Context: an optimization exercise on an open-source flow, tuned for small area, a short achievable clock period and few clock cycles. The choices shown serve that exercise and are no tape-out recipe. Only simulation tests tie the RTL to the original design; equivalence was not proved. Power is estimated from default activity; no workload was simulated.

Setup of run C:
==> flow/design.v <==
module axi_stream_insert_header #(
	parameter DATA_WD 		= 32,
	parameter DATA_BYTE_WD 	= DATA_WD / 8,
	parameter BYTE_CNT_WD 	= $clog2(DATA_BYTE_WD)
) (
	input clk,
	input rst_n,
	input 							valid_in,
	input 	[DATA_WD-1 : 0] 		data_in,
	input 	[DATA_BYTE_WD-1 : 0] 	keep_in,
	input 							last_in,
	output 							ready_in,
	output 							valid_out,
	output 	[DATA_WD-1 : 0] 		data_out,
	output 	[DATA_BYTE_WD-1:0] 		keep_out,
	output 							last_out,
	input 							ready_out,
	input 							valid_insert,
	input 	[DATA_WD-1 : 0] 		header_insert,
	input 	[DATA_BYTE_WD-1 : 0] 	keep_insert,
	input 	[BYTE_CNT_WD : 0] 		byte_insert_cnt,
	output 							ready_insert
);
	reg			e;			 
	reg			fl;			 
	reg			pend;		 
	reg	[3:0]	m;			 
	reg	[31:0]	rem;
	wire		ne		= ~e;
	wire		nfl		= ~fl;
	wire		strm	= ~e & ~fl & ~pend;
	wire		owed	= pend | fl;
	wire [2:0]	nq		= ~(m[2:0] & {nfl, nfl, 1'b1});	 
	wire [2:1]	fk		= rem[25:24];	 
	wire		np1		= fl & ~fk[1];
	wire		np2		= fl & ~fk[2];
	wire [2:0]	nv;
	ahi_a21oi u_nv0 (.a1(m[1]), .a2(keep_in[0]), .b1(pend), .y(nv[0]));
	ahi_nand2 u_nv1 (.a(m[2]), .b(keep_in[1]), .y(nv[1]));
	ahi_nand2 u_nv2 (.a(m[3]), .b(keep_in[2]), .y(nv[2]));
	wire		ri_x, ri_y, ri_b;
	ahi_nand4 u_ri_x (.a(nv[0]), .b(nv[1]), .c(nv[2]), .d(valid_in), .y(ri_x));
	ahi_nand2 u_ri_y (.a(ready_out), .b(last_in), .y(ri_y));
	ahi_nand2 u_ri_b (.a(ready_out), .b(fl), .y(ri_b));
	ahi_o211ai u_ri (.a1(ri_x), .a2(ri_y), .b1(ne), .c1(ri_b), .y(ready_insert));
	wire		lz;
	ahi_nand4 u_lz (.a(nv[0]), .b(nv[1]), .c(nv[2]), .d(last_in), .y(lz));
	ahi_nand2 u_last (.a(nfl), .b(lz), .y(last_out));
	ahi_and2 u_rin (.a(ready_out), .b(strm), .y(ready_in));
	ahi_a21o u_vout (.a1(valid_in), .a2(ne), .b1(owed), .y(valid_out));
	assign keep_out[3] = 1'b1;
	wire [2:0]	kt;
	ahi_nor2 u_kt2 (.a(nq[0]), .b(keep_in[2]), .y(kt[2]));
	ahi_o22ai u_kt1 (.a1(nq[0]), .a2(keep_in[1]), .b1(nq[1]), .b2(keep_in[2]), .y(kt[1]));
	ahi_o222ai u_kt0 (.a1(nq[0]), .a2(keep_in[0]), .b1(nq[1]), .b2(keep_in[1]), .c1(nq[2]), .c2(keep_in[2]), .y(kt[0]));
	ahi_a21oi u_k2 (.a1(last_in), .a2(kt[2]), .b1(np2), .y(keep_out[2]));
	ahi_a21oi u_k1 (.a1(last_in), .a2(kt[1]), .b1(np1), .y(keep_out[1]));
	ahi_a21oi u_k0 (.a1(last_in), .a2(kt[0]), .b1(fl), .y(keep_out[0]));
	wire [63:0]	win		= {rem, data_in};
	wire [4:0]	sel		= {pend, m};
	genvar gj;
	generate
		for (gj = 0; gj < 16; gj = gj + 1) begin : g_lo
			wire t01, t23, t4;
			ahi_a22oi u_t01 (.a1(sel[0]), .a2(win[gj]), .b1(sel[1]), .b2(win[gj + 8]), .y(t01));
			ahi_a22oi u_t23 (.a1(sel[2]), .a2(win[gj + 16]), .b1(sel[3]), .b2(win[gj + 24]), .y(t23));
			ahi_nand2 u_t4 (.a(sel[4]), .b(win[gj + 32]), .y(t4));
			ahi_nand3 u_o (.a(t01), .b(t23), .c(t4), .y(data_out[gj]));
		end
		for (gj = 16; gj < 24; gj = gj + 1) begin : g_l2
			wire td, tr;
			ahi_a22oi u_td (.a1(sel[0]), .a2(win[gj]), .b1(sel[1]), .b2(win[gj + 8]), .y(td));
			ahi_a222oi u_tr (.a1(sel[2]), .a2(win[gj + 16]), .b1(sel[3]), .b2(win[gj + 24]),
							 .c1(sel[4]), .c2(win[gj + 32]), .y(tr));
			ahi_nand2 u_o (.a(td), .b(tr), .y(data_out[gj]));
		end
		for (gj = 24; gj < 32; gj = gj + 1) begin : g_l3
			wire td, tr;
			ahi_a22oi u_td (.a1(sel[0]), .a2(win[gj]), .b1(sel[4]), .b2(win[gj + 32]), .y(td));
			ahi_a222oi u_tr (.a1(sel[1]), .a2(win[gj + 8]), .b1(sel[2]), .b2(win[gj + 16]),
							 .c1(sel[3]), .c2(win[gj + 24]), .y(tr));
			ahi_nand2 u_o (.a(td), .b(tr), .y(data_out[gj]));
		end
	endgenerate
	wire		fit_i	= ~pend & ~(m[1] & keep_in[0] | m[2] & keep_in[1] | m[3] & keep_in[2]);
	wire		lf		= last_in & fit_i;
	wire		take_h	= valid_insert & (e | ready_out & (fl | valid_in & lf));
	wire		hs		= ready_out & (owed | ~e & valid_in);
	always @(posedge clk or negedge rst_n) begin
		if (!rst_n) begin
			e		<= 1'b1;
			fl		<= 1'b0;
			pend	<= 1'b0;
			m		<= 4'd0;
		end else if (take_h) begin
			e		<= 1'b0;
			fl		<= 1'b0;
			pend	<= keep_insert[3];
			m		<= {keep_insert[2] & ~keep_insert[3], keep_insert[1] & ~keep_insert[2],
						~keep_insert[1], 1'b0};
		end else if (hs) begin
			if (fl | strm & lf) begin
				e		<= 1'b1;
				fl		<= 1'b0;
			end else if (pend) begin
				pend	<= 1'b0;
				m		<= 4'b0001;
			end else if (last_in) begin
				fl		<= 1'b1;
			end
		end
	end
	wire		en		= e | ready_out & (fl | pend | valid_in);
	wire		hsel	= e | fl | lf;
	genvar gr;
	wire		ld_h	= en & hsel;
	wire		ld_d	= en & ~hsel;
	wire		hold	= ~en;
	wire [23:0]	rn;
	generate
		for (gr = 0; gr < 24; gr = gr + 1) begin : g_rem
			ahi_a222oi u_rn (.a1(ld_h), .a2(header_insert[gr]), .b1(ld_d), .b2(data_in[gr]),
							 .c1(hold), .c2(rem[gr]), .y(rn[gr]));
		end
	endgenerate
	wire [2:1]	fk_new	= {m[2] & keep_in[0] | m[3] & keep_in[1], m[3] & keep_in[0]};
	always @(posedge clk) begin
		rem[23:0]	<= ~rn;
		if (en) begin
			rem[31:26]	<= header_insert[31:26];
			rem[25:24]	<= hsel ? header_insert[25:24] : fk_new;
		end
	end
endmodule
module ahi_nand2 (input a, input b, output y);
	assign y = ~(a & b);
endmodule
module ahi_nand3 (input a, input b, input c, output y);
	assign y = ~(a & b & c);
endmodule
module ahi_nand4 (input a, input b, input c, input d, output y);
	assign y = ~(a & b & c & d);
endmodule
module ahi_nor2 (input a, input b, output y);
	assign y = ~(a | b);
endmodule
module ahi_and2 (input a, input b, output y);
	assign y = a & b;
endmodule
module ahi_a21o (input a1, input a2, input b1, output y);
	assign y = a1 & a2 | b1;
endmodule
module ahi_a21oi (input a1, input a2, input b1, output y);
	assign y = ~(a1 & a2 | b1);
endmodule
module ahi_a22oi (input a1, input a2, input b1, input b2, output y);
	assign y = ~(a1 & a2 | b1 & b2);
endmodule
module ahi_o211ai (input a1, input a2, input b1, input c1, output y);
	assign y = ~((a1 | a2) & b1 & c1);
endmodule
module ahi_o22ai (input a1, input a2, input b1, input b2, output y);
	assign y = ~((a1 | a2) & (b1 | b2));
endmodule
module ahi_o222ai (input a1, input a2, input b1, input b2, input c1, input c2, output y);
	assign y = ~((a1 | a2) & (b1 | b2) & (c1 | c2));
endmodule
module ahi_a222oi (input a1, input a2, input b1, input b2, input c1, input c2, output y);
	assign y = ~(a1 & a2 | b1 & b2 | c1 & c2);
endmodule
clock: 5.0 ns
lec_check: 0
cap_margin: 20
core_margin: 2
core_utilization: 30
setup_slack_margin: 2.5
slew_margin: 20
synth_hierarchical: 1
synth_minimum_keep_size: 0
tns_end_percent: 0
standard.sh (not shown) runs the stock make flow with config.mk's settings and CLKGATE_MAP_FILE= SYNTH_SCRIPT=/design/flow/synth_recipe.tcl, a recipe that flattens the netlist after the stock synthesis.
==> flow/flow/run.sh <==
#!/bin/bash
# The standard layout, with the port buffers made of buf_1 cells
# (every input and output port still gets its own buffer) and a clock tree
# without dummy balancing loads.
set -euo pipefail
bash standard.sh "BUFFER_PORTS_ARGS=-buffer_cell sky130_fd_sc_hd__buf_1" \
  "CTS_ARGS=-sink_clustering_enable -repair_clock_nets -dont_use_dummy_load" \
  finish > standard_flow.log 2>&1
Run C | status: complete | timing, DRC, antenna: pass
Testbench counts of run C, summed over its fixed seeds: cycles 1,652.
Changes in run R relative to run C:
# run C
export LEC_CHECK = 0
export CAP_MARGIN = 20
export CORE_MARGIN = 2
export CORE_UTILIZATION = 30
export SETUP_SLACK_MARGIN = 2.5
export SLEW_MARGIN = 20
export SYNTH_HIERARCHICAL = 1
export SYNTH_MINIMUM_KEEP_SIZE = 0
export TNS_END_PERCENT = 0
create_clock -name core_clock -period 5.0 [get_ports {clk}]
# run R
export LEC_CHECK = 0
export CAP_MARGIN = 20
export CORE_MARGIN = 2
export CORE_UTILIZATION = 30
export SETUP_SLACK_MARGIN = 2.5
export SLEW_MARGIN = 20
export SYNTH_HIERARCHICAL = 1
export SYNTH_MINIMUM_KEEP_SIZE = 0
export TNS_END_PERCENT = 10
create_clock -name core_clock -period 5.0 [get_ports {clk}]
==> flow/flow/run.sh <==
#!/bin/bash
# The standard layout (standard.sh), with three changes:
# - the port buffers are buf_1 cells (every input and output port still gets
#   its own buffer);
# - the clock tree has no dummy balancing loads;
# - after the standard synthesis, every cell is set to its smallest drive
#   strength (flow/downsize.tcl); repair during placement sizes up again.
# Each tool's output goes to a log file of its own in this folder.
set -euo pipefail
ARGS=("BUFFER_PORTS_ARGS=-buffer_cell sky130_fd_sc_hd__buf_1"
      "CTS_ARGS=-sink_clustering_enable -repair_clock_nets -dont_use_dummy_load")
bash standard.sh "${ARGS[@]}" synth > synth.log 2>&1
R=orfs/results/${FLOW_PLATFORM:-sky130hd}/axi_stream_insert_header/base
cp $R/1_synth.odb $R/1_synth_standard.odb
DS_IN=$R/1_synth_standard.odb DS_OUT=$R/1_synth.odb openroad -no_init -exit flow/downsize.tcl > downsize.log 2>&1
bash standard.sh "${ARGS[@]}" finish > layout.log 2>&1
==> flow/flow/downsize.tcl (new file) <==
# Swap every cell of the synthesized netlist to the smallest drive strength
# of the same cell (same function and pins); placement and timing repair
# size them up again where needed. Registers keep their cell type.
read_db $::env(DS_IN)
set db [ord::get_db]
set best [dict create]
foreach lib [$db getLibs] {
  foreach m [$lib getMasters] {
    set n [$m getName]
    if {[regexp {^(sky130_fd_sc_hd__[a-z0-9]+)_(\d+)$} $n -> base sz]} {
      set a [expr {[$m getWidth] * [$m getHeight]}]
      if {![dict exists $best $base] || $a < [lindex [dict get $best $base] 1]} {
        dict set best $base [list $m $a]
      }
    }
  }
}
set n 0
foreach inst [[ord::get_db_block] getInsts] {
  set m [$inst getMaster]
  if {[regexp {^(sky130_fd_sc_hd__[a-z0-9]+)_(\d+)$} [$m getName] -> base sz]} {
    set b [lindex [dict get $best $base] 0]
    if {[$b getName] ne [$m getName]} {
      $inst swapMaster $b
      incr n
    }
  }
}
puts "downsized $n cells"
write_db $::env(DS_OUT)
==> run summary <==
Taking run C as the reference, in run R switching share of power went down 1.5 points, post-route clock skew increased 0.0069 ns, worst hold slack lower, initial standard-cell utilization of the core has remained practically unchanged, peak supply drop lower. For die extent in x, dividing the value from run R by the value from run C gives 0.943. Run R reports a lower power of the combinational group than run C does. Run R — routed wire length about 10% lower, run C as reference. Run C → run R: cell area lost 240 µm²; final critical path time including I/O delays and setup picked up an extra 0.035 ns.

## re-timing with driven ports
Ports are ideal in the flow. The routed layouts listed here were re-timed in OpenROAD. Step 1, drivers: a clkbuf_16 drives clk and a buf_2 each remaining input, both assumed. Step 2 times the ports against the registers' clock, not the clock port: input delays grow and output delays shrink by t, the midpoint of the rising clock arrivals with the driver on. Three values: ideal, step 1, step 2; two values: the first two.
| run | shift t [ns] | setup slack, ns | worst setup path after step 2 | pins driven straight from the clock port |
|---|---|---|---|---|
| run C | 0.314 | 2.373 / 2.332 / 2.203 | input to register | 1 |
| run R | 0.316 | 2.339 / 2.299 / 2.153 | input to register | 1 |
After both steps setup and hold are still met in every run listed. For run R, which loses most, drivers alone change the setup slack by -0.040 ns; drivers and shift together by -0.186 ns.
